This is an optimization exercise on Yosys and OpenROAD, whose aim is small area, not a production implementation.
In this exercise RTL edits were held to simulation tests only and were not proved equivalent to the original.
Power and IR drop assume default switching activity.

### flow/flow/run.sh
#!/bin/bash
# Own layout flow: the standard ORFS flow (standard.sh) with these changes:
#  - synthesis maps the logic with an area-only ABC script (flow/abc_area.script:
#    no buffering/upsizing inside ABC; OpenROAD repairs timing later) and without
#    Yosys's full/half-adder extraction;
#  - ports are buffered with sky130_fd_sc_hd__buf_1;
#  - CTS adds no dummy loads.
# make's output goes to flow_make.log here; ORFS keeps each step's log under orfs/logs.
set -euo pipefail
W=$(pwd)
rm -rf "$W/scripts"
cp -r "$FLOW_HOME/scripts" "$W/scripts"
cp "$W/flow/abc_area.script" "$W/scripts/abc_area.script"
export SCRIPTS_DIR="$W/scripts"
bash standard.sh ADDER_MAP_FILE= \
  "BUFFER_PORTS_ARGS=-buffer_cell sky130_fd_sc_hd__buf_1" \
  "CTS_ARGS=-sink_clustering_enable -repair_clock_nets -dont_use_dummy_load" \
  finish > "$W/flow_make.log" 2>&1
### flow/flow/abc_area.script
strash
dch
map -a
topo
stime -c
### flow/standard.sh
#!/bin/bash
# synth_recipe.tcl (not shown) runs the flow's synth.tcl, then flattens the netlist and writes it again
# the make line also repeats each setting of config.mk as NAME=value (left out here)
make -C /OpenROAD-flow-scripts/flow DESIGN_CONFIG=/design/flow/config.mk WORK_HOME=/design/flow/orfs CLKGATE_MAP_FILE= SYNTH_SCRIPT=/design/flow/synth_recipe.tcl "${@:-finish}"
### flow/config.mk
export PLATFORM = sky130hd
export DESIGN_NAME = Gelu_Top
export DESIGN_NICKNAME = Gelu_Top
export VERILOG_FILES = /design/flow/design.v
export SDC_FILE = /design/flow/constraint.sdc
export NUM_CORES = 8
export LEC_CHECK = 0
export ABC_AREA = 1
export CAP_MARGIN = 20
export CORE_MARGIN = 2
export CORE_UTILIZATION = 30
export GPL_TIMING_DRIVEN = 0
export SETUP_SLACK_MARGIN = 0.2
export SLEW_MARGIN = 20
### flow/constraint.sdc
create_clock -name core_clock -period 6.0 [get_ports {clk}]
set_input_delay 1.2000 -clock core_clock [delete_from_list [all_inputs] [get_ports {clk}]]
set_output_delay 1.2000 -clock core_clock [all_outputs]
set_load 0.01 [all_outputs]
### flow/design.v
module gelu_corr (x00, x01, x02, x03, x04, x05, x06, x07, x08, x09, x10, z0, z1, z2, z3, z4);
  input  x00, x01, x02, x03, x04, x05, x06, x07, x08, x09, x10;
  output z0, z1, z2, z3, z4;
  wire new_n17, new_n18, new_n19, new_n20, new_n21, new_n22, new_n23,
    new_n24, new_n25, new_n26, new_n28, new_n29, new_n30, new_n31, new_n32,
    new_n33, new_n34, new_n35, new_n36, new_n37, new_n38, new_n39, new_n40,
    new_n41, new_n42, new_n43, new_n44, new_n45, new_n46, new_n47, new_n48,
    new_n49, new_n50, new_n51, new_n52, new_n53, new_n54, new_n55, new_n56,
    new_n57, new_n58, new_n59, new_n60, new_n61, new_n62, new_n63, new_n64,
    new_n65, new_n66, new_n67, new_n68, new_n69, new_n70, new_n71, new_n72,
    new_n73, new_n74, new_n75, new_n76, new_n77, new_n79, new_n80, new_n81,
    new_n82, new_n83, new_n84, new_n85, new_n86, new_n87, new_n88, new_n89,
    new_n90, new_n91, new_n92, new_n93, new_n94, new_n95, new_n96, new_n97,
    new_n98, new_n99, new_n100, new_n101, new_n102, new_n103, new_n104,
    new_n105, new_n106, new_n107, new_n108, new_n109, new_n110, new_n111,
    new_n112, new_n113, new_n114, new_n115, new_n116, new_n117, new_n118,
    new_n119, new_n120, new_n121, new_n122, new_n123, new_n124, new_n125,
    new_n126, new_n127, new_n128, new_n129, new_n130, new_n131, new_n132,
    new_n133, new_n134, new_n135, new_n136, new_n137, new_n138, new_n139,
    new_n140, new_n141, new_n142, new_n143, new_n144, new_n145, new_n146,
    new_n147, new_n148, new_n149, new_n150, new_n151, new_n152, new_n153,
    new_n154, new_n155, new_n156, new_n157, new_n158, new_n159, new_n160,
    new_n161, new_n162, new_n163, new_n164, new_n165, new_n166, new_n167,
    new_n168, new_n169, new_n170, new_n171, new_n172, new_n173, new_n174,
    new_n175, new_n176, new_n177, new_n178, new_n179, new_n180, new_n181,
    new_n182, new_n183, new_n184, new_n185, new_n186, new_n187, new_n188,
    new_n189, new_n190, new_n191, new_n192, new_n193, new_n194, new_n195,
    new_n197, new_n198, new_n199, new_n200, new_n201, new_n202, new_n203,
    new_n204, new_n205, new_n206, new_n207, new_n208, new_n209, new_n210,
    new_n211, new_n212, new_n213, new_n214, new_n215, new_n216, new_n217,
    new_n218, new_n219, new_n220, new_n221, new_n222, new_n223, new_n224,
    new_n225, new_n226, new_n227, new_n228, new_n229, new_n231, new_n232,
    new_n233, new_n234, new_n235, new_n236, new_n237, new_n238, new_n239,
    new_n240, new_n241, new_n242, new_n243, new_n244, new_n245, new_n246,
    new_n247, new_n248, new_n249, new_n250, new_n251, new_n252, new_n253,
    new_n254, new_n255, new_n256, new_n257, new_n258, new_n259, new_n260,
    new_n261, new_n262, new_n263, new_n264, new_n265, new_n266, new_n267,
    new_n268, new_n269, new_n270, new_n271, new_n272;
  assign new_n17 = x00 & ~x04;
  assign new_n18 = ~x07 & ~x08;
  assign new_n19 = ~x09 & ~x10;
  assign new_n20 = new_n18 & new_n19;
  assign new_n21 = x02 & ~x05;
  assign new_n22 = x06 & ~new_n21;
  assign new_n23 = ~new_n20 & new_n22;
  assign new_n24 = new_n17 & ~new_n23;
  assign new_n25 = x02 & ~new_n24;
  assign new_n26 = x00 & x01;
  assign z0 = new_n25 & new_n26;
  assign new_n28 = ~x03 & x04;
  assign new_n29 = x09 & x10;
  assign new_n30 = x08 & new_n29;
  assign new_n31 = x03 & x05;
  assign new_n32 = x08 & new_n31;
  assign new_n33 = ~new_n30 & ~new_n32;
  assign new_n34 = ~x02 & ~x07;
  assign new_n35 = x02 & x07;
  assign new_n36 = ~new_n34 & ~new_n35;
  assign new_n37 = ~new_n33 & ~new_n36;
  assign new_n38 = ~x02 & x07;
  assign new_n39 = ~x08 & ~x09;
  assign new_n40 = ~x03 & ~x10;
  assign new_n41 = new_n39 & new_n40;
  assign new_n42 = ~new_n38 & ~new_n41;
  assign new_n43 = ~x05 & ~new_n42;
  assign new_n44 = ~new_n37 & ~new_n43;
  assign new_n45 = ~x02 & ~new_n44;
  assign new_n46 = new_n28 & ~new_n45;
  assign new_n47 = x10 & new_n39;
  assign new_n48 = new_n21 & ~new_n47;
  assign new_n49 = x04 & ~new_n48;
  assign new_n50 = ~x03 & ~x09;
  assign new_n51 = ~new_n19 & ~new_n50;
  assign new_n52 = x08 & new_n51;
  assign new_n53 = ~x07 & ~new_n52;
  assign new_n54 = ~new_n49 & ~new_n53;
  assign new_n55 = ~x04 & ~new_n39;
  assign new_n56 = ~x05 & ~x09;
  assign new_n57 = x10 & new_n18;
  assign new_n58 = ~new_n56 & new_n57;
  assign new_n59 = ~new_n55 & ~new_n58;
  assign new_n60 = x02 & ~new_n59;
  assign new_n61 = x03 & x09;
  assign new_n62 = x10 & new_n61;
  assign new_n63 = new_n18 & ~new_n62;
  assign new_n64 = ~x02 & ~x05;
  assign new_n65 = x04 & new_n64;
  assign new_n66 = new_n63 & new_n65;
  assign new_n67 = ~new_n60 & ~new_n66;
  assign new_n68 = ~new_n54 & new_n67;
  assign new_n69 = ~new_n46 & new_n68;
  assign new_n70 = ~x05 & x06;
  assign new_n71 = new_n69 & new_n70;
  assign new_n72 = x04 & ~new_n64;
  assign new_n73 = ~new_n71 & ~new_n72;
  assign new_n74 = ~x04 & ~x05;
  assign new_n75 = ~x06 & new_n74;
  assign new_n76 = new_n26 & ~new_n75;
  assign new_n77 = ~new_n25 & new_n76;
  assign z1 = new_n73 & new_n77;
  assign new_n79 = new_n26 & ~new_n73;
  assign new_n80 = x07 & ~new_n44;
  assign new_n81 = ~x05 & new_n52;
  assign new_n82 = ~new_n80 & ~new_n81;
  assign new_n83 = ~x02 & ~new_n61;
  assign new_n84 = new_n44 & new_n83;
  assign new_n85 = ~x01 & ~new_n84;
  assign new_n86 = ~new_n82 & new_n85;
  assign new_n87 = ~x01 & ~x07;
  assign new_n88 = ~x05 & x07;
  assign new_n89 = ~new_n87 & ~new_n88;
  assign new_n90 = x03 & new_n34;
  assign new_n91 = x08 & new_n61;
  assign new_n92 = ~new_n90 & ~new_n91;
  assign new_n93 = ~new_n89 & new_n92;
  assign new_n94 = x01 & x02;
  assign new_n95 = new_n20 & ~new_n94;
  assign new_n96 = ~x08 & ~new_n29;
  assign new_n97 = new_n94 & ~new_n96;
  assign new_n98 = ~new_n95 & ~new_n97;
  assign new_n99 = ~new_n93 & new_n98;
  assign new_n100 = x02 & new_n30;
  assign new_n101 = ~new_n74 & ~new_n100;
  assign new_n102 = ~new_n99 & new_n101;
  assign new_n103 = ~x09 & new_n40;
  assign new_n104 = x01 & ~x05;
  assign new_n105 = ~new_n62 & new_n104;
  assign new_n106 = ~new_n103 & new_n105;
  assign new_n107 = ~x08 & ~new_n40;
  assign new_n108 = ~x07 & ~new_n107;
  assign new_n109 = new_n106 & new_n108;
  assign new_n110 = ~new_n102 & ~new_n109;
  assign new_n111 = ~new_n86 & new_n110;
  assign new_n112 = ~x06 & ~new_n111;
  assign new_n113 = new_n32 & ~new_n111;
  assign new_n114 = ~new_n22 & ~new_n37;
  assign new_n115 = x01 & ~new_n19;
  assign new_n116 = new_n18 & ~new_n115;
  assign new_n117 = x08 & new_n115;
  assign new_n118 = ~x09 & new_n87;
  assign new_n119 = ~new_n117 & ~new_n118;
  assign new_n120 = ~new_n116 & new_n119;
  assign new_n121 = x02 & ~new_n120;
  assign new_n122 = ~new_n114 & new_n121;
  assign new_n123 = ~new_n113 & new_n122;
  assign new_n124 = ~new_n112 & ~new_n123;
  assign new_n125 = x08 & ~new_n103;
  assign new_n126 = ~new_n70 & ~new_n125;
  assign new_n127 = x07 & x08;
  assign new_n128 = new_n126 & new_n127;
  assign new_n129 = ~x02 & x05;
  assign new_n130 = x06 & ~new_n129;
  assign new_n131 = x06 & new_n18;
  assign new_n132 = ~new_n130 & ~new_n131;
  assign new_n133 = ~new_n128 & ~new_n132;
  assign new_n134 = x05 & x07;
  assign new_n135 = new_n30 & new_n134;
  assign new_n136 = new_n133 & ~new_n135;
  assign new_n137 = ~new_n69 & new_n136;
  assign new_n138 = x01 & new_n137;
  assign new_n139 = new_n124 & new_n138;
  assign new_n140 = ~new_n86 & ~new_n130;
  assign new_n141 = ~x03 & ~new_n96;
  assign new_n142 = ~new_n52 & new_n141;
  assign new_n143 = x09 & new_n134;
  assign new_n144 = new_n142 & new_n143;
  assign new_n145 = ~new_n61 & new_n96;
  assign new_n146 = x07 & ~new_n145;
  assign new_n147 = ~x01 & ~new_n21;
  assign new_n148 = ~new_n146 & new_n147;
  assign new_n149 = ~new_n144 & ~new_n148;
  assign new_n150 = new_n133 & new_n149;
  assign new_n151 = x08 & new_n21;
  assign new_n152 = ~new_n150 & ~new_n151;
  assign new_n153 = ~new_n140 & new_n152;
  assign new_n154 = new_n62 & new_n117;
  assign new_n155 = ~x05 & ~x07;
  assign new_n156 = ~x06 & new_n155;
  assign new_n157 = ~new_n154 & new_n156;
  assign new_n158 = new_n24 & ~new_n129;
  assign new_n159 = ~new_n157 & new_n158;
  assign new_n160 = ~new_n153 & new_n159;
  assign new_n161 = ~new_n139 & new_n160;
  assign new_n162 = ~new_n79 & ~new_n161;
  assign new_n163 = x02 & ~x09;
  assign new_n164 = x10 & new_n163;
  assign new_n165 = ~new_n142 & ~new_n164;
  assign new_n166 = ~new_n44 & ~new_n165;
  assign new_n167 = ~x08 & ~new_n51;
  assign new_n168 = x07 & ~new_n167;
  assign new_n169 = ~new_n63 & ~new_n168;
  assign new_n170 = ~x03 & new_n169;
  assign new_n171 = ~new_n42 & ~new_n170;
  assign new_n172 = ~x05 & ~x08;
  assign new_n173 = ~x10 & new_n172;
  assign new_n174 = ~new_n32 & ~new_n173;
  assign new_n175 = new_n171 & new_n174;
  assign new_n176 = x02 & new_n88;
  assign new_n177 = ~x06 & ~new_n176;
  assign new_n178 = x06 & ~new_n34;
  assign new_n179 = new_n52 & ~new_n178;
  assign new_n180 = ~new_n177 & ~new_n179;
  assign new_n181 = x02 & ~x03;
  assign new_n182 = ~new_n31 & ~new_n181;
  assign new_n183 = new_n52 & new_n182;
  assign new_n184 = ~new_n180 & ~new_n183;
  assign new_n185 = x04 & ~new_n184;
  assign new_n186 = ~new_n175 & new_n185;
  assign new_n187 = ~new_n137 & new_n186;
  assign new_n188 = ~new_n166 & ~new_n187;
  assign new_n189 = ~new_n155 & new_n188;
  assign new_n190 = ~x02 & ~new_n47;
  assign new_n191 = x04 & ~new_n190;
  assign new_n192 = ~new_n189 & new_n191;
  assign new_n193 = ~x06 & ~new_n192;
  assign new_n194 = new_n72 & ~new_n137;
  assign new_n195 = ~new_n193 & new_n194;
  assign z2 = ~new_n162 & ~new_n195;
  assign new_n197 = ~new_n145 & new_n157;
  assign new_n198 = x01 & x07;
  assign new_n199 = ~new_n126 & new_n198;
  assign new_n200 = new_n44 & new_n199;
  assign new_n201 = ~new_n197 & ~new_n200;
  assign new_n202 = ~new_n153 & new_n201;
  assign new_n203 = new_n17 & ~new_n202;
  assign new_n204 = ~new_n55 & new_n90;
  assign new_n205 = ~x08 & new_n38;
  assign new_n206 = ~new_n164 & ~new_n205;
  assign new_n207 = new_n28 & ~new_n206;
  assign new_n208 = ~new_n204 & ~new_n207;
  assign new_n209 = new_n193 & ~new_n208;
  assign new_n210 = new_n188 & ~new_n209;
  assign new_n211 = ~new_n59 & new_n129;
  assign new_n212 = x04 & new_n34;
  assign new_n213 = ~new_n211 & ~new_n212;
  assign new_n214 = new_n210 & ~new_n213;
  assign new_n215 = ~new_n52 & ~new_n134;
  assign new_n216 = ~x07 & ~new_n29;
  assign new_n217 = ~x04 & ~new_n155;
  assign new_n218 = ~new_n216 & new_n217;
  assign new_n219 = ~new_n215 & new_n218;
  assign new_n220 = x00 & ~new_n219;
  assign new_n221 = new_n193 & new_n220;
  assign new_n222 = ~new_n214 & new_n221;
  assign new_n223 = new_n32 & new_n38;
  assign new_n224 = new_n26 & ~new_n223;
  assign new_n225 = new_n74 & new_n94;
  assign new_n226 = new_n169 & new_n225;
  assign new_n227 = ~new_n224 & ~new_n226;
  assign new_n228 = ~new_n137 & ~new_n227;
  assign new_n229 = ~new_n222 & new_n228;
  assign z3 = new_n203 | new_n229;
  assign new_n231 = x00 & ~new_n145;
  assign new_n232 = new_n171 & ~new_n231;
  assign new_n233 = x00 & new_n169;
  assign new_n234 = ~x02 & ~new_n145;
  assign new_n235 = ~x07 & ~new_n125;
  assign new_n236 = ~new_n234 & new_n235;
  assign new_n237 = ~x01 & ~new_n236;
  assign new_n238 = new_n75 & ~new_n237;
  assign new_n239 = ~new_n233 & new_n238;
  assign new_n240 = ~new_n232 & new_n239;
  assign new_n241 = ~z3 & new_n240;
  assign new_n242 = z1 & ~new_n121;
  assign new_n243 = ~x05 & ~new_n242;
  assign new_n244 = ~x07 & ~new_n243;
  assign new_n245 = ~x08 & new_n106;
  assign new_n246 = new_n150 & ~new_n245;
  assign new_n247 = x06 & new_n63;
  assign new_n248 = ~new_n246 & ~new_n247;
  assign new_n249 = ~x04 & ~new_n248;
  assign new_n250 = ~new_n244 & new_n249;
  assign new_n251 = x01 & ~x02;
  assign new_n252 = new_n167 & new_n251;
  assign new_n253 = new_n250 & ~new_n252;
  assign new_n254 = new_n124 & ~new_n253;
  assign new_n255 = x03 & ~new_n63;
  assign new_n256 = x00 & new_n21;
  assign new_n257 = ~new_n198 & new_n256;
  assign new_n258 = ~new_n255 & new_n257;
  assign new_n259 = ~new_n29 & ~new_n39;
  assign new_n260 = new_n26 & new_n38;
  assign new_n261 = ~new_n259 & new_n260;
  assign new_n262 = ~new_n17 & ~new_n261;
  assign new_n263 = ~new_n258 & new_n262;
  assign new_n264 = ~new_n124 & new_n253;
  assign new_n265 = ~new_n263 & ~new_n264;
  assign new_n266 = ~new_n254 & new_n265;
  assign new_n267 = new_n26 & ~new_n210;
  assign new_n268 = x01 & new_n18;
  assign new_n269 = new_n181 & new_n268;
  assign new_n270 = new_n250 & new_n269;
  assign new_n271 = ~new_n267 & ~new_n270;
  assign new_n272 = ~new_n266 & new_n271;
  assign z4 = new_n241 | ~new_n272;
endmodule
module Gelu (
    input  [2:0] in_scale,
    input        g,
    input  [7:0] x,
    output [7:0] y
);
wire       sign = x[7];
wire [6:0] m    = x[6:0] ^ {7{sign}};
wire [4:0] ct;
gelu_corr u_c (
    .x00(in_scale[2]), .x01(in_scale[1]), .x02(in_scale[0]), .x03(sign),
    .x04(m[6]), .x05(m[5]), .x06(m[4]), .x07(m[3]), .x08(m[2]), .x09(m[1]), .x10(m[0]),
    .z0(ct[4]), .z1(ct[3]), .z2(ct[2]), .z3(ct[1]), .z4(ct[0])
);
wire [6:0] a = x[6:0] & {7{~sign & g}};
wire [6:0] c = {2'b00, ct & {5{g}}};
wire [7:0] b;                        
assign b[0] = 1'b0;
genvar i;
generate
    for (i = 0; i < 7; i = i + 1) begin : sub
        wire p = a[i] ^ c[i];
        assign y[i]   = p ^ b[i];
        assign b[i+1] = (~a[i] & c[i]) | (~p & b[i]);
    end
endgenerate
assign y[7] = b[7];
endmodule
module Gelu_Top
(
    input clk,
    input rst_n,
    input gelu,
    input [2:0]    in_scale,
    input [8 *32-1:0]    dat_in,
    output[8 *32-1:0]    dat_out,
    input  in_vld,
    output out_vld
);
wire [8 *32-1:0] y;
genvar i;
generate
    for (i = 0; i < 32; i = i + 1) begin : act
        Gelu u_Gelu (
            .in_scale (in_scale),
            .g        (gelu),
            .x        (dat_in[i*8 +: 8]),
            .y        (y[i*8 +: 8])
        );
    end
endgenerate
reg [8 *32-1:0] y_reg;
reg vld_reg;
always @(posedge clk) y_reg <= y;
always @(posedge clk or negedge rst_n)
    if (!rst_n) vld_reg <= 1'b0;
    else        vld_reg <= in_vld;
assign dat_out = y_reg;
assign out_vld = vld_reg;
endmodule
==> results.txt, run 1 <==
status complete, no violations; CP Max Fanout 34; cell repeated most along the worst path nand2_1; Num CTS Buffers 37; Die W 370 um; Post-synth EDFFs 0; WP data required 6470 ps; Netlist cell types 38; mean area per synthesized cell 5.36 um^2; H-tree levels 2; via count 62300; Highest Clock Rate 179 MHz; Peak VDD IR 0.000196 V; via-per-instance ratio 6.22; DR WL/cell 21.7 um; Worst-path clk slew 50 ps; placed insts 9809; Fin Setup TNS 0 ps; die area 0.137 mm^2; Crit path arrival time 6060 ps; global-route wire length before repair 312000 um; Tmin final 5590 ps; setup violators final 0; TritonCTS clock tree done; Slew HR 33.2%; crit path to y_reg[38]$_DFF_P_; leakage power 18.2 nW; number of port buffers 519; CTS Sinks 257; CP max stage cell o21ai_2; CP top delay family compound AO/OA/AOI/OAI gates; CP startpoint kind primary input; Slew @ Worst Pin 995 ps; synthesized instance count 7483; crit-path max cell delay 270 ps; dpl ws -1850 ps; RePlAce Congestion 1.03; period utilisation layout 93.2%; DRC 0; final count of hold timing violations 0; Seq cells post-synth 257; antenna violations before repair 29; Max Cap Viol 0; largest net degree at the start of global routing 129; drt first pass iters 9; vias in the first global route 55900; clock root buffer clkbuf_16; final worst slack 406 ps; cts hold-fix bufs 0; max reg flops 256; nets@finish 8496; Final Non-Filler Cells 10000; clock buffer depth 3; Tot GR Track Use 28.0%; Initial DRC Count 9243; chip height 370 um; GRT overflow 0; Post-synth top cells nor2_1 (1768), nand2_1 (1174), clkinv_1 (1037), o21ai_0 (638), a21oi_1 (534); WL final 217000 um; Bufs and invs on worst path 7; Yosys Warn Count 1; asr flop ratio synth 0.389%; core footprint 0.133 mm^2; final slew viol count 0; share of cells above drive strength 1 11.4%; HP Class primary input to asynchronous set/reset pin; Net Count, Synth 7746; CP Capture Type flop; PwrDens 192 mW/mm^2; Synth Flop Type dfxtp_1; unrepaired setup endpoints after global routing yes; post-DP HPWL 142000 um; Cell Area, Synth 0.0401 mm^2; Critical path origin in_scale[0]; Seq/Total Area, Yosys 12.8%; most frequent cell after synthesis nor2_1; total number of cells along the worst setup path 30; share of the synthesized area in the top cell type 16.5%; largest area contributor in the netlist nor2_1; Initial Util 30.2%; Area contributors post-synth nor2_1 (17%), dfxtp_1 (13%), nand2_1 (11%), clkinv_1 (9.7%), o21ai_0 (8.0%); std cell rows 134; ANT nets after route 0; Ports 520; Crit Path Category primary input to flop; synthesis-to-layout area growth 24.0%
worst min path at each step:
stage	start	endpoint	slack, ps	cells after the start
6_report	rst_n	vld_reg$_DFF_PN0_	360	1
5_1_grt	rst_n	vld_reg$_DFF_PN0_	340	1
4_1_cts	rst_n	vld_reg$_DFF_PN0_	330	1
3_5_place_dp	rst_n	vld_reg$_DFF_PN0_	960	1
3_3_place_gp	rst_n	vld_reg$_DFF_PN0_	960	1
2_1_floorplan	rst_n	vld_reg$_DFF_PN0_	900	0
cell usage in the layout (no fill, tap or decap), drive strengths merged, types with 47 or more instances in the layout:
cell type     n
nand3       489
a221oi       59
inv          64
nor2       1769
dfxtp       256
o22ai       106
or2          63
o311ai       61
nor3        227
o32ai        47
a31oi        87
xnor2       128
nand2      1174
a211oi      100
a21oi       534
clkbuf       58
a22oi        97
xor2         70
nand4        54
o2111ai      95
o211ai      138
o21ai       638
buf         673
clkinv      948
kinds of logic (layout without fill, tap and decap cells):
logic type / Yosys count / after routing / share of synthesized area, %
compound gates: 2163 / 2163 / 34.0
xor+xnor: 198 / 198 / 4.32
buf+inv: 1037 / 1784 / 9.70
flops: 257 / 257 / 12.8
other cells: 0 / 7 / 0
simple gates: 3828 / 3829 / 39.1
layout make-up:
type / instances / area, um^2
Fill cell: 14700 / 83300
Multi-Input combinational cell: 6190 / 32800
Sequential cell: 257 / 5150
Inverter: 1037 / 4290
Timing Repair Buffer: 696 / 4120
Tap cell: 1768 / 2210
Clock buffer: 37 / 926
Timing Repair inverter: 14 / 238
Antenna cell: 7 / 17.5
report_power, final:
group	leakage [nW]	total (W)	switching [W]	internal (W)
Sequential	2.14	0.00221	0.000140	0.00207
Clock	0.456	0.00195	0.000874	0.00107
Combinational	15.6	0.00539	0.00377	0.00162
Total	18.2	0.00955	0.00478	0.00477
metal layers:
metal | vias to the layer above | part of all wire [%] | GRT usage, %
met5 | - | 0.13 | 0
met4 | 38 | 7.2 | 15.2
met3 | 1386 | 14 | 8.35
met2 | 5276 | 41 | 41.9
met1 | 27600 | 38 | 36.0
li1 | 28000 | - | -
per-stage QoR:
stage	utilization (%)	total power (W)	hold slack [ps]	instance area, um^2
floorplan	-	0.00529	904	40200
global placement	33.3	0.00699	962	44400
detailed placement	34.0	0.00693	964	45300
CTS	35.4	0.00907	327	47100
global route	37.4	0.0101	336	49800
finish	37.4	0.00955	357	49800
repair_timing:
item	in CTS	in global routing
pin swaps	3	46
setup buffers	7	127
cloned	8	11
endpoints found under the setup margin	223	149
resized for setup	297	563
==> inputs of run 2 (changes only) <==
--- a/flow/config.mk
+++ b/flow/config.mk
@@ -10,5 +10,5 @@
 export CORE_MARGIN = 2
-export CORE_UTILIZATION = 30
+export CORE_UTILIZATION = 40
 export GPL_TIMING_DRIVEN = 0
-export SETUP_SLACK_MARGIN = 0.2
+export SETUP_SLACK_MARGIN = 0.1
 export SLEW_MARGIN = 20
==> run 2 against run 1 <==
  * Clock power hardly changed
  * Power is 1.1% lower
  * Critical path depth is the same
  * Count of clock-buffer cells in the layout stayed put
  * Via count shrank 2.0%
  * Combinational power shrank 2%
  * Sequential share of layout area rose by 0.30 points
  * Non-clock buffer count decreased by 35
  * Synthesized cell count stayed put
  * Synthesized area stayed put
  * First-iteration DRC count shrank 9.3%
  * Die area shrank 25%
  * Critical path type unchanged
==> results.txt, run 2 <==
crit-path max cell delay 410 ps (+140 ps); via count 61000 (-2.0%); Post-synth EDFFs 0 (unchanged); Seq/Total Area, Yosys 12.8% (unchanged); clock root buffer clkbuf_16; Slew HR 30.5% (-2.7 points); Crit path arrival time 6180 ps (+120 ps); CTS Sinks 257 (unchanged); Die W 321 um (-13%); Switch Pwr 0.00473 W (-1.1%); cell repeated most along the worst path nand2_1; DR WL/cell 21.8 um (+0.44%); WL final 207000 um (-4.7%); Cell Area, Synth 0.0401 mm^2 (unchanged); Synth Flop Type dfxtp_1; Seq cells post-synth 257 (unchanged); Comb pwr share 56.0% (-0.4 points); post-DP HPWL 145000 um (+2.5%); HP Class primary input to asynchronous set/reset pin; Peak VDD IR 0.000195 V (-0.19%); die area 0.103 mm^2 (-25%); most common cell after layout, fill and taps aside nor2_1; CP max stage cell clkinv_16; share of cells above drive strength 1 10.2% (-1.2 points); chip height 321 um (-13%); Initial DRC Count 8382 (-9.3%); core footprint 0.0997 mm^2 (-25%); std cell rows 116 (-13%); Netlist cell types 38 (unchanged); Yosys Warn Count 1 (unchanged); final count of hold timing violations 0 (unchanged); most frequent cells in the layout nor2_1 (1523), nand2_1 (1161), clkinv_1 (890), o21ai_0 (527), a21oi_1 (522); mean area per synthesized cell 5.36 um^2 (unchanged); Tmin final 5730 ps (+137 ps); H-tree levels 2 (unchanged); synthesized instance count 7483 (unchanged); vias in the first global route 55100 (-1.5%); Storage cell area 0.00515 mm^2 (unchanged); DRC 0 (unchanged); share of power burned in registers 23.5% (+0.3 points); Area contributors post-synth nor2_1 (17%), dfxtp_1 (13%), nand2_1 (11%), clkinv_1 (9.7%), o21ai_0 (8.0%); clock buffer depth 3 (unchanged); Net Sw Frac 50.0% (about the same); Bufs and invs on worst path 5 (-2); CP Max Fanout 128 (+280%); Highest Clock Rate 174 MHz (-2.4%); number of port buffers 519 (unchanged); PwrDens 195 mW/mm^2 (+1.8%); Crit Path Category primary input to flop; Net Count, Synth 7746 (unchanged); FILL cells 10800 (-27%); cts hold-fix bufs 0 (unchanged); Num CTS Buffers 37 (unchanged); most frequent cell after synthesis nor2_1; Tot GR Track Use 36.7% (+8.7 points); Finished Core Util 48.5% (+11 points); Worst-path clk slew 50 ps (about the same); Ports 520 (unchanged); largest net degree at the start of global routing 197 (+53%); P_int 0.00472 W (-1.0%); area taken by multi-input logic gates 0.0325 mm^2 (-0.87%); TritonCTS clock tree done; drt first pass iters 10 (+1); asr flop ratio synth 0.389% (unchanged); Clk network pwr share 20.5% (about the same); GRT overflow 0 (unchanged); Slew @ Worst Pin 1040 ps (+40.3 ps); Post-synth top cells nor2_1 (1768), nand2_1 (1174), clkinv_1 (1037), o21ai_0 (638), a21oi_1 (534); Max Cap Viol 0 (unchanged); via-per-instance ratio 6.43 (+3.3%); WP data required 6450 ps (-20 ps); CP startpoint kind primary input; max reg flops 256 (unchanged); leakage power 17.8 nW (-1.9%); global-route wire length before repair 307000 um (-1.6%); setup violators final 0 (unchanged); RePlAce Congestion 1.01 (-1.0%); nets@finish 8450 (-0.54%); placed insts 9339 (-4.8%); Initial Util 40.3% (+10 points); ANT nets after route 0 (unchanged); antenna violations before repair 18 (-38%); CP Capture Type flop; Final Non-Filler Cells 9495 (-5.1%); final slew viol count 0 (unchanged); CP top delay family compound AO/OA/AOI/OAI gates; unrepaired setup endpoints after global routing yes; largest area contributor in the netlist nor2_1; share of the synthesized area in the top cell type 16.5% (unchanged); period utilisation layout 95.5% (+2.3 points); status complete, no violations; synthesis-to-layout area growth 20.5%
[run 2: cell counts after synthesis]
No cell type changed its count.
[run 2: worst max path at each step]
stage                     start                 end  cells past startpoint
floorplan           in_scale[0]  y_reg[102]$_DFF_P_                     24
global placement    in_scale[0]   y_reg[46]$_DFF_P_                     15
CTS                 in_scale[2]    y_reg[6]$_DFF_P_                     26
detailed placement  in_scale[1]    y_reg[6]$_DFF_P_                     25
global route        dat_in[127]  y_reg[126]$_DFF_P_                     31
finish              in_scale[0]    y_reg[6]$_DFF_P_                     30
[run 2: metal layers]
| layer | global-route usage, % | share of wire [%] | up-vias | wire length, um |
|---|---|---|---|---|
| li1 | - | - | 27800 | - |
| met1 | 46.4 | 37 | 27100 | 77400 |
| met2 | 57.6 | 43 | 4866 | 89100 |
| met3 | 8.99 | 13 | 1170 | 27200 |
| met4 | 19.3 | 6.3 | 12 | 13000 |
| met5 | 0 | 0.062 | - | 129 |
[run 2: cell type report]
type                       instances  area share (%)
tap                             1298            3.36
multi-input combinational       6190            67.3
inverter                        1037            8.84
timing repair buffer             661            7.81
timing repair inverter             3          0.0802
clock buffer                      37            1.91
sequential                       257            10.6
antenna                           12          0.0621
[run 2: logic make-up after synthesis]
group / synth area share, %
XOR/XNOR: 4.32
buffers and inverters: 9.70
AO/OA/AOI/OAI: 34.0
AND/OR/NAND/NOR: 39.1
flip-flops: 12.8
[run 2: power groups by stage]
stage	Clock, W	Sequential [W]	Combinational [W]
6_report	0.00194	0.00222	0.00529
5_1_grt	0.00204	0.00224	0.00568
4_1_cts	0.00198	0.00222	0.00482
3_5_place_dp	0	0.00225	0.00473
3_3_place_gp	0	0.00225	0.00481
2_1_floorplan	0	0.00239	0.00290
[run 2: repair_timing]
item	4_1_cts	5_1_grt
endpoints found under the hold margin	0	0
pin swaps	2	24
buffers inserted	4	98
setup endpoints to repair	232	153
cloned	1	4
resized for setup	244	519
[run 2: stage by stage]
step                      setup WS (ps)  area [um^2]  hold WS (ps)  setup TNS [ps]  power (W)
after floorplan                     119        40200           904               0    0.00529
after global placement           -32930        43800           963        -8056040    0.00705
after detailed placement          -2090        44700           965         -299780    0.00698
after CTS                          31.2        46200           300               0    0.00901
after global routing               3.43        48400           308               0    0.00995
final                               269        48400           325               0    0.00945
==> inputs of run 3 (changes only) <==
--- a/flow/config.mk
+++ b/flow/config.mk
@@ -10,3 +10,3 @@
 export CORE_MARGIN = 2
-export CORE_UTILIZATION = 40
+export CORE_UTILIZATION = 35
 export GPL_TIMING_DRIVEN = 0
==> run 3 against run 2 <==
  * Sequential cell count unchanged
  * Worst hold slack better by 23 ps
  * Power down 0.18%
  * Utilization down 5.7 points
  * Largest power group unchanged
  * Highest routed layer unchanged
==> results.txt, run 3 <==
Crit path arrival time 6210 ps (+30 ps); Ports 520 (unchanged); share of cells above drive strength 1 10.2% (-0.065 points); crit-path max cell delay 280 ps (-130 ps); vias in the first global route 55100 (+0.0018%); clock buffer depth 3 (unchanged); Seq/Total Area, Yosys 12.8% (unchanged); H-tree levels 2 (unchanged); setup violators final 0 (unchanged); final count of hold timing violations 0 (unchanged); synthesis-to-layout area growth 21.6%; Netlist cell types 38 (unchanged); Die W 343 um (+6.8%); Worst-path clk slew 50 ps (about the same); period utilisation layout 95.8% (+0.26 points); Cell Area, Synth 0.0401 mm^2 (unchanged); global-route wire length before repair 306000 um (-0.50%); CP Max Fanout 12 (-91%); largest net degree at the start of global routing 99 (-50%); most frequent cells in the layout nor2_1 (1525), nand2_1 (1166), clkinv_1 (896), o21ai_0 (527), a21oi_1 (521); most common cell after layout, fill and taps aside nor2_1; PwrDens 193 mW/mm^2 (-1.1%); Fin Setup TNS 0 ps (unchanged); WP data required 6460 ps (about the same); GRT overflow 0 (unchanged); Seq cells post-synth 257 (unchanged); Crit Path Category primary input to flop; std cell rows 124 (+6.9%); Peak VDD IR 0.000225 V (+15%); Finished Core Util 42.8% (-5.7 points); cell repeated most along the worst path nand2_1; core footprint 0.114 mm^2 (+14%); Slew HR 29.4% (-1.1 points); CP max stage cell o2111ai_1; chip height 343 um (+6.8%); synthesized instance count 7483 (unchanged); CP Capture Type flop; clock root buffer clkbuf_16; via count 61300 (+0.47%); ANT nets after route 0 (unchanged); DRC 0 (unchanged); unrepaired setup endpoints after global routing yes; FILL cells 12500 (+16%); dpl ws -2150 ps (-60.7 ps); Highest Clock Rate 174 MHz (-0.27%); Synth Flop Type dfxtp_1; most frequent cell after synthesis nor2_1; Yosys Warn Count 1 (unchanged); final worst slack 253 ps (-15.7 ps); Tot GR Track Use 32.0% (-4.7 points); Post-synth top cells nor2_1 (1768), nand2_1 (1174), clkinv_1 (1037), o21ai_0 (638), a21oi_1 (534); final slew viol count 0 (unchanged); max reg flops 256 (unchanged); Slew @ Worst Pin 1050 ps (+16.0 ps); Num CTS Buffers 38 (+2.7%); Initial Util 35.2% (-5.1 points); antenna violations before repair 27 (+9); Max Cap Viol 0 (unchanged); via-per-instance ratio 6.30 (-1.9%); drt first pass iters 9 (-1); cts hold-fix bufs 0 (unchanged); largest area contributor in the netlist nor2_1; total power 0.00943 W (-0.18%); nets@finish 8463 (+0.15%); CP startpoint kind primary input; WL final 207000 um (-0.12%); status complete, no violations; Tmin final 5750 ps (+15.7 ps); HP Class primary input to asynchronous set/reset pin; DR WL/cell 21.2 um (-2.5%); Post-synth EDFFs 0 (unchanged); RePlAce Congestion 1.02 (+0.87%); Area contributors post-synth nor2_1 (17%), dfxtp_1 (13%), nand2_1 (11%), clkinv_1 (9.7%), o21ai_0 (8.0%); CTS Sinks 257 (unchanged); Initial DRC Count 9934 (+19%); placed insts 9555 (+2.3%); Net Count, Synth 7746 (unchanged); number of port buffers 519 (unchanged); asr flop ratio synth 0.389% (unchanged); die area 0.117 mm^2 (+14%); TritonCTS clock tree done; post-DP HPWL 142000 um (-2.0%); mean area per synthesized cell 5.36 um^2 (unchanged); Final Non-Filler Cells 9727 (+2.4%); leakage power 17.9 nW (+0.40%); share of the synthesized area in the top cell type 16.5% (unchanged)
run 3: cell counts after synthesis:
No cell type changed its count.
run 3: final cells by class:
type                       instances  area (um^2)  share of cell area (%)
tap                             1512         1890                    3.87
sequential                       257         5150                    10.5
multi-input combinational       6189        32500                    66.6
timing repair buffer             671         3940                    8.07
inverter                        1037         4260                    8.72
clock buffer                      38          951                    1.95
timing repair inverter             6         76.3                   0.156
antenna                           17         42.5                  0.0871
run 3: critical path, delay by kind of cell:
family          cells  cell delay (ps)
compound gates     13             2250
xor+xnor            1              120
simple gates       13             1760
buf+inv             6              870
run 3: report_power, final:
| group | internal (W) | switching, W | leakage, nW | total, W |
|---|---|---|---|---|
| Sequential | 0.00207 | 0.000132 | 2.14 | 0.00221 |
| Combinational | 0.00158 | 0.00368 | 15.3 | 0.00527 |
| Clock | 0.00110 | 0.000859 | 0.468 | 0.00196 |
run 3: cell families (layout without fill, tap and decap cells):
logic type	count (synthesis)	after routing	synth area share (%)
AOI/OAI and AO/OA	2163	2163	34.0
xor gates and xnor gates	198	198	4.32
buffers and inverters	1037	1752	9.70
DFF	257	257	12.8
other	0	17	0
and+or+nand+nor	3828	3828	39.1
run 3: metal layers:
layer,global-route usage (%),share of wire [%],vias up
li1,-,-,27800
met3,8.55,13,1297
met2,49.2,42,5008
met4,18.3,6.9,22
met5,0,0.069,-
met1,40.3,37,27100
run 3: worst paths after layout:
kind                                      to  slack, ps  depth (start not counted)        from
worst max-delay path       y_reg[54]$_DFF_P_        250                         33  dat_in[55]
min in group core_clock    vld_reg$_DFF_PN0_        700                          1      in_vld
max in group asynchronous  vld_reg$_DFF_PN0_       5550                          1       rst_n
worst min-delay path       vld_reg$_DFF_PN0_        350                          1       rst_n
run 3: repair_timing:
action | CTS | global route
pin swaps | 2 | 25
setup buffers | 2 | 104
endpoints found under the setup margin | 225 | 149
cloned | 5 | 7
gates resized for setup | 241 | 505
endpoints found under the hold margin | 0 | 0
run 3: stage by stage:
step	instance area [um^2]	hold WS [ps]
after floorplan	40200	904
after global placement	44000	966
after detailed placement	45000	966
after CTS	46500	316
after global routing	48800	322
final	48800	347
==> inputs of run 4 (changes only) <==
--- a/flow/flow/run.sh
+++ b/flow/flow/run.sh
@@ -2,4 +2,5 @@
 # Own layout flow: the standard ORFS flow (standard.sh) with these changes:
-#  - synthesis maps the logic with an area-only ABC script (flow/abc_area.script:
-#    no buffering/upsizing inside ABC; OpenROAD repairs timing later) and without
+#  - synthesis maps the logic with its own ABC script (flow/abc_area.script: a
+#    balanced AIG mapped for area under a 2.5 ns delay target, with no buffering or
+#    upsizing inside ABC, as OpenROAD repairs timing later) and without
 #    Yosys's full/half-adder extraction;
==> flow/flow/abc_area.script (replaced) <==
strash
&get -n
&b
&put
dch
map -D 2500
topo
--- a/flow/config.mk
+++ b/flow/config.mk
@@ -10,3 +10,3 @@
 export CORE_MARGIN = 2
-export CORE_UTILIZATION = 35
+export CORE_UTILIZATION = 40
 export GPL_TIMING_DRIVEN = 0
==> run 4 against run 3 <==
  * Global-route usage is 4.3 points higher
  * Sequential power hardly changed
  * Fmax is 0.38% lower
  * Design area is 3.7% lower
  * Non-clock buffer count is 94 lower
  * Setup slack worse by 22 ps
  * First-iteration DRC count is 15% lower
  * Critical endpoint is now y_reg[126]$_DFF_P_
  * Via count is 0.34% lower
==> results.txt, run 4 <==
status complete, no violations; Initial DRC Count 8467 (-15%); final hold slack 325 ps (-22.2 ps); share of the synthesized area in the top cell type 17.2% (+0.70 points); chip height 323 um (-5.8%); WL final 203000 um (-1.5%); Ports 520 (unchanged); global-route wire length before repair 306000 um (about the same); via count 61100 (-0.34%); Comb pwr share 55.7% (about the same); Slew HR 24.0% (-5.4 points); Netlist cell types 41 (+7.9%); area taken by multi-input logic gates 0.0328 mm^2 (+1.0%); RePlAce Congestion 1.04 (+1.7%); FILL cells 11000 (-12%); synthesized instance count 7543 (+0.80%); CP cell instances buf_8 > buf_12 > buf_12 > buf_16 > inv_8 > nor2_4 > a21boi_0 > o22ai_1 > nand3_1 > a21oi_1 > nor2_2 > o21ai_0 > or2_2 > a21oi_1 > o311ai_0 > nand2_1 > nand2_1 > o221ai_1 > a31oi_1 > o21ai_0 > a21oi_1 > o21ai_1 > o211ai_1 > nand2_1; asr flop ratio synth 0.389% (unchanged); Num CTS Buffers 36 (-5.3%); P_int 0.00462 W (-2.9%); Switch Pwr 0.00463 W (-0.93%); Storage cell area 0.00515 mm^2 (unchanged); final slew viol count 0 (unchanged); CP Capture Type flop; CP max stage cell or2_2; total power 0.00925 W (-1.9%); most frequent cell after synthesis nand2_1; WP data required 6570 ps (+110 ps); Peak VDD IR 0.000200 V (-11%); clock root buffer clkbuf_16; unrepaired setup endpoints after global routing yes; post-DP HPWL 143000 um (+0.37%); synthesis-to-layout area growth 15.9%; H-tree levels 2 (unchanged); Die W 323 um (-5.8%); met3 usage 10.1% (+1.5 points); GR Util met1 45.8% (+5.4 points); Slew @ Worst Pin 1140 ps (+89.0 ps); Net Count, Synth 7806 (+0.77%); TritonCTS clock tree done; nets@finish 8426 (-0.44%); crit-path max cell delay 300 ps (+20 ps); number of port buffers 519 (unchanged); via-per-instance ratio 6.41 (+1.6%); drt first pass iters 10 (+1); Tmin final 5770 ps (+21.7 ps); Seq cells post-synth 257 (unchanged); most common cell after layout, fill and taps aside nand2_1; antenna violations before repair 38 (+41%); Synth Flop Type dfxtp_1; clock buffer depth 3 (unchanged); die area 0.104 mm^2 (-11%); Cell Area, Synth 0.0406 mm^2 (+1.2%); CP Max Fanout 30 (+18); mean area per synthesized cell 5.38 um^2 (+0.36%); max reg flops 256 (unchanged); DR WL/cell 21.3 um (+0.43%); setup violators final 0 (unchanged); period utilisation layout 96.1% (+0.36 points); most frequent cells in the layout nand2_1 (1860), nor2_1 (1160), clkinv_1 (831), o21ai_0 (603), a21oi_1 (576); share of power burned in registers 23.9% (+0.5 points); Clk network pwr share 20.4% (-0.4 points); std cell rows 116 (-6.5%); Crit Path Category primary input to flop; Net Sw Frac 50.1% (+0.51 points); DRC 0 (unchanged); Tot GR Track Use 36.3% (+4.3 points); Worst-path clk slew 50 ps (about the same); Seq/Total Area, Yosys 12.7% (-0.15 points); PwrDens 197 mW/mm^2 (+1.8%); grt met2 use 55.6% (+6.3 points); HP Class primary input to asynchronous set/reset pin; Yosys Warn Count 1 (unchanged); Post-synth top cells nand2_1 (1864), nor2_1 (1240), clkinv_1 (870), o21ai_0 (669), a21oi_1 (582); GRT overflow 0 (unchanged); core footprint 0.100 mm^2 (-12%); largest net degree at the start of global routing 206 (+110%); Max Cap Viol 0 (unchanged); Highest Clock Rate 173 MHz (-0.38%); CP startpoint kind primary input; Area contributors post-synth nand2_1 (17%), dfxtp_1 (13%), nor2_1 (11%), o21ai_0 (8.2%), clkinv_1 (8.0%); Crit path arrival time 6330 ps (+120 ps); vias in the first global route 54800 (-0.51%); final count of hold timing violations 0 (unchanged); Post-synth EDFFs 0 (unchanged); share of cells above drive strength 1 5.43% (-4.7 points); GRT busiest layer met2; Initial Util 40.5% (+5.3 points); largest area contributor in the netlist nand2_1; leakage power 17.8 nW (-0.73%); ANT nets after route 0 (unchanged); CTS Sinks 257 (unchanged)
run 4: changes by cell type after synthesis, sizes merged, moves of 44 or more:
cell | before | now
nand3 | 489 | 433
o32ai | 47 | 1
a22oi | 97 | 40
a31oi | 87 | 192
a32oi | 37 | 85
nand2 | 1174 | 1864
clkinv | 1037 | 870
xor2 | 70 | 127
a21oi | 534 | 582
o21a | 0 | 44
o211ai | 138 | 60
nor2 | 1768 | 1240
run 4: repair_timing:
action,in CTS,in global routing
gates resized for setup,106,204
cloned,3,3
hold buffers,0,0
setup endpoints to repair,253,120
setup buffers,6,14
pin swaps,4,4
run 4: layout make-up:
type | instances | share of cell area [%]
Antenna cell | 21 | 0.112
Tap cell | 1357 | 3.61
Sequential cell | 257 | 10.9
Multi-Input combinational cell | 6416 | 69.8
Clock buffer | 36 | 1.91
Inverter | 870 | 7.26
Timing Repair Buffer | 577 | 6.14
Timing Repair inverter | 5 | 0.189
run 4: how the worst max path moves through the flow:
stage | from | end | slack (ps) | cells past startpoint
after global routing | in_scale[0] | y_reg[110]$_DFF_P_ | 10 | 25
after floorplan | in_scale[1] | y_reg[103]$_DFF_P_ | 180 | 11
after detailed placement | in_scale[0] | y_reg[254]$_DFF_P_ | -2030 | 23
after CTS | dat_in[255] | y_reg[254]$_DFF_P_ | 10 | 21
final | in_scale[0] | y_reg[126]$_DFF_P_ | 230 | 24
after global placement | in_scale[0] | y_reg[95]$_DFF_P_ | -25610 | 12
run 4: stage by stage:
step	util [%]	cells	TNS, ps	setup WS, ps	instance area, um^2
finish	46.9	9539	0	231	47000
detailed placement	44.9	9456	-301700	-2030	45100
floorplan	-	7543	0	176	40700
global route	46.9	9537	0	9.79	47000
CTS	46.2	9501	0	13.1	46300
global placement	44.2	9419	-5557880	-25610	44300
run 4: cell families (layout without fill, tap and decap cells):
family / Yosys count / count (layout) / share of synthesized area (%)
compound gates: 2268 / 2268 / 34.9
xor+xnor: 228 / 228 / 4.92
buf+inv: 870 / 1488 / 8.04
flops: 257 / 257 / 12.7
other cells: 0 / 21 / 0
simple gates: 3920 / 3920 / 39.4
run 4: power by group through the flow:
stage          logic [W]  registers [W]  clock network, W
2_1_floorplan    0.00296        0.00238                 0
3_3_place_gp     0.00487        0.00224                 0
3_5_place_dp     0.00478        0.00224                 0
4_1_cts          0.00485        0.00221           0.00195
5_1_grt          0.00558        0.00223           0.00199
6_report         0.00515        0.00221           0.00189
run 4: critical path, delay by kind of cell:
family,cells,cell delay (ps)
buf+inv,5,1210
simple gates,7,1280
compound gates,12,2550
run 4: layer usage:
| layer | wire length [um] | part of all wire [%] | vias up |
|---|---|---|---|
| li1 | - | - | 27900 |
| met1 | 76100 | 37 | 26900 |
| met2 | 85400 | 42 | 5118 |
| met3 | 28100 | 14 | 1186 |
| met4 | 13800 | 6.8 | 28 |
| met5 | 166 | 0.082 | - |
==> inputs of run 5 (changes only) <==
--- a/flow/flow/run.sh
+++ b/flow/flow/run.sh
@@ -7,3 +7,3 @@
 #  - ports are buffered with sky130_fd_sc_hd__buf_1;
-#  - CTS adds no dummy loads.
+#  - CTS clusters up to 20 sinks within 80 um per leaf buffer and adds no dummy loads.
 # make's output goes to flow_make.log here; ORFS keeps each step's log under orfs/logs.
@@ -17,3 +17,3 @@
   "BUFFER_PORTS_ARGS=-buffer_cell sky130_fd_sc_hd__buf_1" \
-  "CTS_ARGS=-sink_clustering_enable -repair_clock_nets -dont_use_dummy_load" \
+  "CTS_ARGS=-sink_clustering_enable -repair_clock_nets -dont_use_dummy_load -sink_clustering_size 20 -sink_clustering_max_diameter 80" \
   finish > "$W/flow_make.log" 2>&1
--- a/flow/config.mk
+++ b/flow/config.mk
@@ -12,3 +12,3 @@
 export GPL_TIMING_DRIVEN = 0
-export SETUP_SLACK_MARGIN = 0.1
+export SETUP_SLACK_MARGIN = 0.15
 export SLEW_MARGIN = 20
==> run 5 against run 4 <==
  * Global-route usage fell by 0.20 points
  * Non-clock buffer count down 1
  * Fmax is 0.71% higher
  * Synthesized cell count is the same
  * Final cell count hardly changed
  * Sequential cell count unchanged
  * Clock power is 16% lower
  * Critical path depth did not move
  * Sequential share of layout area is essentially flat
  * Largest cell class unchanged
==> results.txt, run 5 <==
ANT nets after route 0 (unchanged); crit-path max cell delay 350 ps (+50 ps); CP top delay family compound AO/OA/AOI/OAI gates; leakage power 17.7 nW (-0.60%); area taken by multi-input logic gates 0.0328 mm^2 (about the same); synthesized instance count 7543 (unchanged); via count 61100 (+0.0033%); most frequent cell after synthesis nand2_1; largest area contributor in the netlist nand2_1; WP data required 6570 ps (about the same); Metal-1 WL 76300 um (+0.28%); largest net degree at the start of global routing 206 (unchanged); Cell Area, Synth 0.0406 mm^2 (unchanged); drt first pass iters 12 (+2); Slew @ Worst Pin 1140 ps (-2.27 ps); Seq/Total Area, Yosys 12.7% (unchanged); H-tree levels 1 (-1); Peak VDD IR 0.000258 V (+29%); Crit Path Category primary input to flop; post-DP HPWL 143000 um (unchanged); Fin Setup TNS 0 ps (unchanged); die area 0.104 mm^2 (unchanged); Highest Signal Layer met5; Netlist cell types 41 (unchanged); Seq cells post-synth 257 (unchanged); final slew viol count 0 (unchanged); CP Max Fanout 30 (unchanged); antenna violations before repair 37 (-2.6%); Initial Util 40.5% (unchanged); nets@finish 8417 (-0.11%); DR WL/cell 21.1 um (-1.0%); Initial DRC Count 8601 (+1.6%); FILL cells 11000 (+0.13%); CP cell instances buf_6 > buf_12 > buf_12 > buf_16 > inv_8 > nor2_2 > a21boi_0 > o22ai_1 > nand3_1 > a21oi_1 > nor2_1 > o21ai_0 > or2_2 > a21oi_1 > o311ai_0 > nand2_1 > nand2_1 > o221ai_1 > a31oi_1 > o21ai_1 > a21oi_1 > o21ai_1 > o211ai_1 > nand2_1; Storage cell area 0.00515 mm^2 (unchanged); met3 wire len 26900 um (-4.1%); total number of cells along the worst setup path 24 (unchanged); Post-synth top cells nand2_1 (1864), nor2_1 (1240), clkinv_1 (870), o21ai_0 (669), a21oi_1 (582); global-route wire length before repair 305000 um (-0.26%); wire length on met2 85500 um (+0.17%); Die W 323 um (unchanged); PwrDens 191 mW/mm^2 (-3.1%); final hold slack 289 ps (-35.7 ps); DP Area 0.0451 mm^2 (unchanged); CTS Sinks 257 (unchanged); Num CTS Buffers 29 (-19%); vias in the first global route 54800 (-0.0036%); Critical path origin in_scale[0]; Final Non-Filler Cells 9537 (-0.021%); max reg flops 256 (unchanged); HP Class primary input to asynchronous set/reset pin; period utilisation layout 95.5% (-0.67 points); WL final 201000 um (-1.1%); status complete, no violations; placed insts 9456 (unchanged); CP Capture Type flop; number of port buffers 519 (unchanged); Area contributors post-synth nand2_1 (17%), dfxtp_1 (13%), nor2_1 (11%), o21ai_0 (8.2%), clkinv_1 (8.0%); Crit path arrival time 6300 ps (-30 ps); mean area per synthesized cell 5.38 um^2 (unchanged); GRT overflow 0 (unchanged); unrepaired setup endpoints after global routing yes; std cell rows 116 (unchanged); Highest Clock Rate 175 MHz (+0.71%); Synth Flop Type dfxtp_1; share of the synthesized area in the top cell type 17.2% (unchanged); Worst-path clk slew 60 ps (about the same); core footprint 0.100 mm^2 (unchanged); DRC 0 (unchanged); Ports 520 (unchanged); synthesis-to-layout area growth 15.4%; Bufs and invs on worst path 5 (unchanged); via-per-instance ratio 6.41 (about the same); most frequent cells in the layout nand2_1 (1859), nor2_1 (1162), clkinv_1 (830), o21ai_0 (603), a21oi_1 (577); TritonCTS clock tree done; chip height 323 um (unchanged); setup violators final 0 (unchanged); RePlAce Congestion 1.04 (unchanged); final count of hold timing violations 0 (unchanged); crit path to y_reg[62]$_DFF_P_; most common cell after layout, fill and taps aside nand2_1; clock buffer depth 3 (unchanged); asr flop ratio synth 0.389% (unchanged); Net Count, Synth 7806 (unchanged); Finished Core Util 46.7% (-0.19 points); Tmin final 5730 ps (-40.4 ps); Max Cap Viol 0 (unchanged); Post-synth EDFFs 0 (unchanged); share of cells above drive strength 1 5.31% (-0.12 points); Tot GR Track Use 36.1% (-0.20 points); CP startpoint kind primary input; Yosys Warn Count 1 (unchanged); fin area 0.0469 mm^2 (-0.41%); Slew HR 24.1% (+0.15 points); clock root buffer clkbuf_16; CP max stage cell o221ai_1
[run 5: how the worst min path moves through the flow]
| stage | start | to | slack (ps) | depth (start not counted) |
|---|---|---|---|---|
| after floorplan | rst_n | vld_reg$_DFF_PN0_ | 900 | 0 |
| after global placement | rst_n | vld_reg$_DFF_PN0_ | 970 | 1 |
| after detailed placement | rst_n | vld_reg$_DFF_PN0_ | 970 | 1 |
| after CTS | rst_n | vld_reg$_DFF_PN0_ | 270 | 1 |
| after global routing | rst_n | vld_reg$_DFF_PN0_ | 260 | 1 |
| final | rst_n | vld_reg$_DFF_PN0_ | 290 | 1 |
[run 5: repair_timing]
item | 4_1_cts | 5_1_grt
setup endpoints to repair | 252 | 116
pin swaps | 4 | 3
gates cloned | 3 | 2
buffers inserted | 6 | 13
endpoints found under the hold margin | 0 | 0
hold buffers | 0 | 0
gates resized for setup | 97 | 209
[run 5: final cells by class]
type,count,share of cell area [%]
diodes,28,0.150
inverters,870,7.31
flip-flops and latches,257,11.0
multi-input cells,6416,70.1
repair inverters,4,0.166
well taps,1357,3.62
repair buffers,576,6.14
clock buffers,29,1.55
[run 5: power by group]
part | internal (W) | switching (W) | total, W
Combinational | 0.00150 | 0.00364 | 0.00514
Clock | 0.000831 | 0.000752 | 0.00158
Sequential | 0.00207 | 0.000140 | 0.00221
Total | 0.00440 | 0.00453 | 0.00893
[run 5: cells by family after synthesis]
logic type	count (synthesis)	share of synthesized area, %
buffers and inverters	870	8.04
AOI/OAI and AO/OA	2268	34.9
xor gates and xnor gates	228	4.92
and+or+nand+nor	3920	39.4
DFF	257	12.7
[run 5: routing by layer]
layer	up-vias	track usage (%)
met5	-	0
met4	24	20.1
met3	1136	9.95
met2	5019	55.3
met1	27000	45.5
li1	27900	-
[run 5: metrics by stage]
| stage | total power, W | setup slack [ps] |
|---|---|---|
| CTS | 0.00869 | 99.0 |
| floorplan | 0.00534 | 176 |
| finish | 0.00893 | 272 |
| detailed placement | 0.00702 | -2030 |
| global route | 0.00949 | 89.1 |
| global placement | 0.00711 | -25610 |
==> inputs of run 6 (changes only) <==
==> flow/run.sh (new file) <==
#!/bin/bash
# synth_recipe.tcl (not shown) runs the flow's synth.tcl, then flattens the netlist and writes it again
# the make line also repeats each setting of config.mk as NAME=value (left out here)
make -C /OpenROAD-flow-scripts/flow DESIGN_CONFIG=/design/flow/config.mk WORK_HOME=/design/flow/orfs CLKGATE_MAP_FILE= SYNTH_SCRIPT=/design/flow/synth_recipe.tcl finish
--- a/flow/config.mk
+++ b/flow/config.mk
@@ -10,5 +10,5 @@
 export CORE_MARGIN = 2
-export CORE_UTILIZATION = 40
+export CORE_UTILIZATION = 30
 export GPL_TIMING_DRIVEN = 0
-export SETUP_SLACK_MARGIN = 0.15
+export SETUP_SLACK_MARGIN = 0.2
 export SLEW_MARGIN = 20
removed: flow/flow/run.sh
removed: flow/flow/abc_area.script
removed: flow/standard.sh
==> run 6 against run 5 <==
  * Count of clock-buffer cells in the layout up 19
  * Utilization fell by 8.4 points
  * Largest cell class unchanged
  * Synthesized cell count grew 17%
  * Worst hold slack better by 420 ps
  * Sequential share of layout area is 2.7 points lower
  * Power increased by 34%
  * Critical path type unchanged
==> results.txt, run 6 <==
status complete, no violations; leakage power 31.1 nW (+76%); DP Area 0.0576 mm^2 (+28%); Cell Area, Synth 0.0488 mm^2 (+20%); post-DP HPWL 237000 um (+66%); drt first pass iters 10 (-2); Max Cap Viol 0 (unchanged); synthesized instance count 8804 (+17%); DRC 0 (unchanged); Num CTS Buffers 35 (+21%); final worst slack 223 ps (-48.7 ps); share of the synthesized area in the top cell type 22.8% (+5.5 points); WL final 320000 um (+59%); mean area per synthesized cell 5.54 um^2 (+3.0%); GRT overflow 0 (unchanged); TritonCTS clock tree done; RePlAce Congestion 1.08 (+3.5%); cts hold-fix bufs 0 (unchanged); share of cells above drive strength 1 16.2% (+11 points); Slew HR 10.0% (-14 points); CP cell instances buf_12 > inv_8 > buf_2 > buf_2 > nor3_1 > o21ai_0 > a21boi_1 > nand3_1 > nand2_1 > nand2_1 > nand3_1 > a21oi_1 > ha_1 > fa_1 > fa_1 > fa_1 > fa_2 > ha_1 > ha_1 > inv_1; unrepaired setup endpoints after global routing yes; Peak VDD IR 0.000184 V (-29%); H-tree levels 2 (+1); most frequent cells in the layout nand2_1 (2820), inv_1 (1103), nor2_1 (764), nand3_1 (738), clkdlybuf4s50_1 (452); DR WL/cell 27.2 um (+29%); asr flop ratio synth 0.389% (unchanged); largest area contributor in the netlist nand2_1; CP startpoint kind primary input; clock buffer depth 3 (unchanged); final slew viol count 0 (unchanged); most common cell after layout, fill and taps aside nand2_1; nets@finish 10200 (+21%); Slew @ Worst Pin 1350 ps (+212 ps); dpl ws -1840 ps (+196 ps); CP Max Fanout 10 (-67%); most frequent cell after synthesis nand2_1; total power 0.0119 W (+34%); Seq/Total Area, Yosys 10.5% (-2.1 points); Finished Core Util 38.3% (-8.4 points); Yosys Warn Count 1 (unchanged); Die W 407 um (+26%); period utilisation layout 96.3% (+0.81 points); chip height 407 um (+26%); via count 68500 (+12%); Ports 520 (unchanged); via-per-instance ratio 5.83 (-9.1%); final count of hold timing violations 0 (unchanged); Area contributors post-synth nand2_1 (23%), dfxtp_1 (10%), inv_1 (8.7%), nand3_1 (7.6%), ha_1 (7.4%); Synth Flop Type dfxtp_1; Crit Path Category primary input to flop; fin area 0.0622 mm^2 (+33%); setup violators final 0 (unchanged); Post-synth EDFFs 0 (unchanged); FILL cells 18100 (+65%); Highest Clock Rate 173 MHz (-0.84%); Seq cells post-synth 257 (unchanged); std cell rows 148 (+28%); Post-synth top cells nand2_1 (2962), inv_1 (1132), nor2_1 (805), nand3_1 (746), o21ai_0 (334); Netlist cell types 55 (+34%); Final Non-Filler Cells 11800 (+23%); number of port buffers 517 (-0.39%); largest net degree at the start of global routing 13 (-94%); vias in the first global route 62500 (+14%); synthesis-to-layout area growth 27.4%; core footprint 0.162 mm^2 (+62%); Tot GR Track Use 36.4% (+0.33 points); Worst-path clk slew 50 ps (about the same); crit-path max cell delay 860 ps (+510 ps); Initial Util 30.1% (-10 points); ANT nets after route 0 (unchanged); WP data required 6530 ps (-40 ps); max reg flops 256 (unchanged); Net Count, Synth 9483 (+21%); HP Class primary input to asynchronous set/reset pin; CTS Sinks 257 (unchanged); CP Capture Type flop; Initial DRC Count 9699 (+13%); global-route wire length before repair 443000 um (+45%); die area 0.166 mm^2 (+59%); antenna violations before repair 39 (+5.4%); clock root buffer clkbuf_16; PwrDens 192 mW/mm^2 (+0.72%); CP max stage cell buf_2; Tmin final 5780 ps (+48.7 ps); Crit path arrival time 6300 ps (about the same); placed insts 11500 (+22%)
run 6: changes by cell type after synthesis, sizes merged, moves of 239 or more:
cell | before | now
nor2 | 1240 | 853
clkinv | 870 | 4
inv | 0 | 1256
o21ai | 669 | 430
nand3 | 433 | 775
ha | 0 | 288
nand2 | 1864 | 3179
run 6: worst paths after layout:
kind | from | to | slack, ps | cells after the start
setup / recovery | in_scale[0] | y_reg[30]$_DFF_P_ | 220 | 20
max in group asynchronous | rst_n | vld_reg$_DFF_PN0_ | 5200 | 1
hold / removal | rst_n | vld_reg$_DFF_PN0_ | 710 | 1
min in group core_clock | in_vld | vld_reg$_DFF_PN0_ | 1010 | 1
run 6: kinds of logic (layout without fill, tap and decap cells):
group | after synthesis | count (layout) | synth area share (%)
AO/OA/AOI/OAI | 1217 | 1217 | 15.5
other | 0 | 18 | 0
AND/OR/NAND/NOR | 5315 | 5315 | 47.1
flip-flops | 257 | 257 | 10.5
adder cells (fa/ha/maj) | 416 | 416 | 12.6
buffers and inverters | 1599 | 2365 | 14.3
run 6: metal layers:
layer  vias up  global-route usage [%]  wire length, um
met4        28                    28.9            31600
met2      5328                    52.8           128000
met5         -                   0.259              264
met3      1437                    12.0            42100
li1      30200                       -                -
met1     31500                    43.9           118000
run 6: power breakdown:
group	total (W)	switching (W)	internal [W]
logic	0.00758	0.00489	0.00269
clock network	0.00214	0.000879	0.00126
registers	0.00221	0.000107	0.00211
run 6: metrics by stage:
stage / hold WS, ps / TNS (ps)
6_report: 705 / 0
5_1_grt: 696 / 0
4_1_cts: 669 / 0
3_5_place_dp: 1350 / -219330
3_3_place_gp: 1350 / -397710
2_1_floorplan: 904 / 0
run 6: timing repair:
action / CTS / global route
endpoints found under the setup margin: 168 / 111
resized for setup: 223 / 578
pin swaps: 18 / 92
cloned: 6 / 1
buffers inserted: 35 / 113
run 6: area by class of cell:
| cell class | instances | area [um^2] | area share [%] |
|---|---|---|---|
| inverters | 1260 | 4920 | 7.92 |
| clock inverters | 13 | 135 | 0.217 |
| repair buffers | 705 | 7300 | 11.7 |
| plain buffers | 339 | 2680 | 4.30 |
| flip-flops and latches | 257 | 5150 | 8.28 |
| clock buffers | 48 | 1010 | 1.62 |
| well taps | 2175 | 2720 | 4.38 |
| diodes | 18 | 45.0 | 0.0724 |
| multi-input cells | 6948 | 38200 | 61.5 |
run 6: critical path: cells and delay by family:
family / cells / cell delay [ps]
and+or+nand+nor: 5 / 560
adders and majority gates: 7 / 2240
AOI/OAI and AO/OA: 3 / 730
buffers and inverters: 5 / 1570

[static timing again, ports no longer ideal]
In the flow no input, the clock included, has a driving cell. The finished layouts below were timed again as built, in two steps. Step 1, drivers: a clkbuf_16 drives clk and a buf_2 each remaining input, both assumed. Step 2 adds t to the input delays and takes it off the output delays; t is the mean of the earliest and latest rising clock arrival at the registers after step 1. Input paths then give back, and output paths get back, about the clock's delay inside the block. Slacks: ideal / step 1 / step 2; pairs: ideal / step 1.
| run | t (ns) | slack for setup (ns) | worst hold slack (ns) | worst setup path at the end | worst data-port slew with drivers (ns) |
|---|---|---|---|---|---|
| run 1 | 0.671 | 0.406 / 0.439 / -0.232 | 0.357 / 0.309 / 0.980 | input to register | 0.18 |
| run 2 | 0.679 | 0.269 / 0.308 / -0.371 | 0.325 / 0.276 / 0.955 | input to register | 0.16 |
| run 3 | 0.671 | 0.253 / 0.302 / -0.369 | 0.347 / 0.309 / 0.980 | input to register | 0.14 |
| run 4 | 0.679 | 0.231 / 0.262 / -0.418 | 0.325 / 0.277 / 0.956 | input to register | 0.16 |
| run 5 | 0.724 | 0.272 / 0.313 / -0.411 | 0.289 / 0.243 / 0.967 | input to register | 0.16 |
| run 6 | 0.716 | 0.223 / 0.124 / -0.592 | 0.705 / 0.647 / 1.363 | input to register | 0.22 |
With both steps, setup timing fails in every run listed, where it was met with ideal ports. For run 6, which loses most, drivers alone change the setup slack by -0.099 ns; drivers and shift together by -0.815 ns.
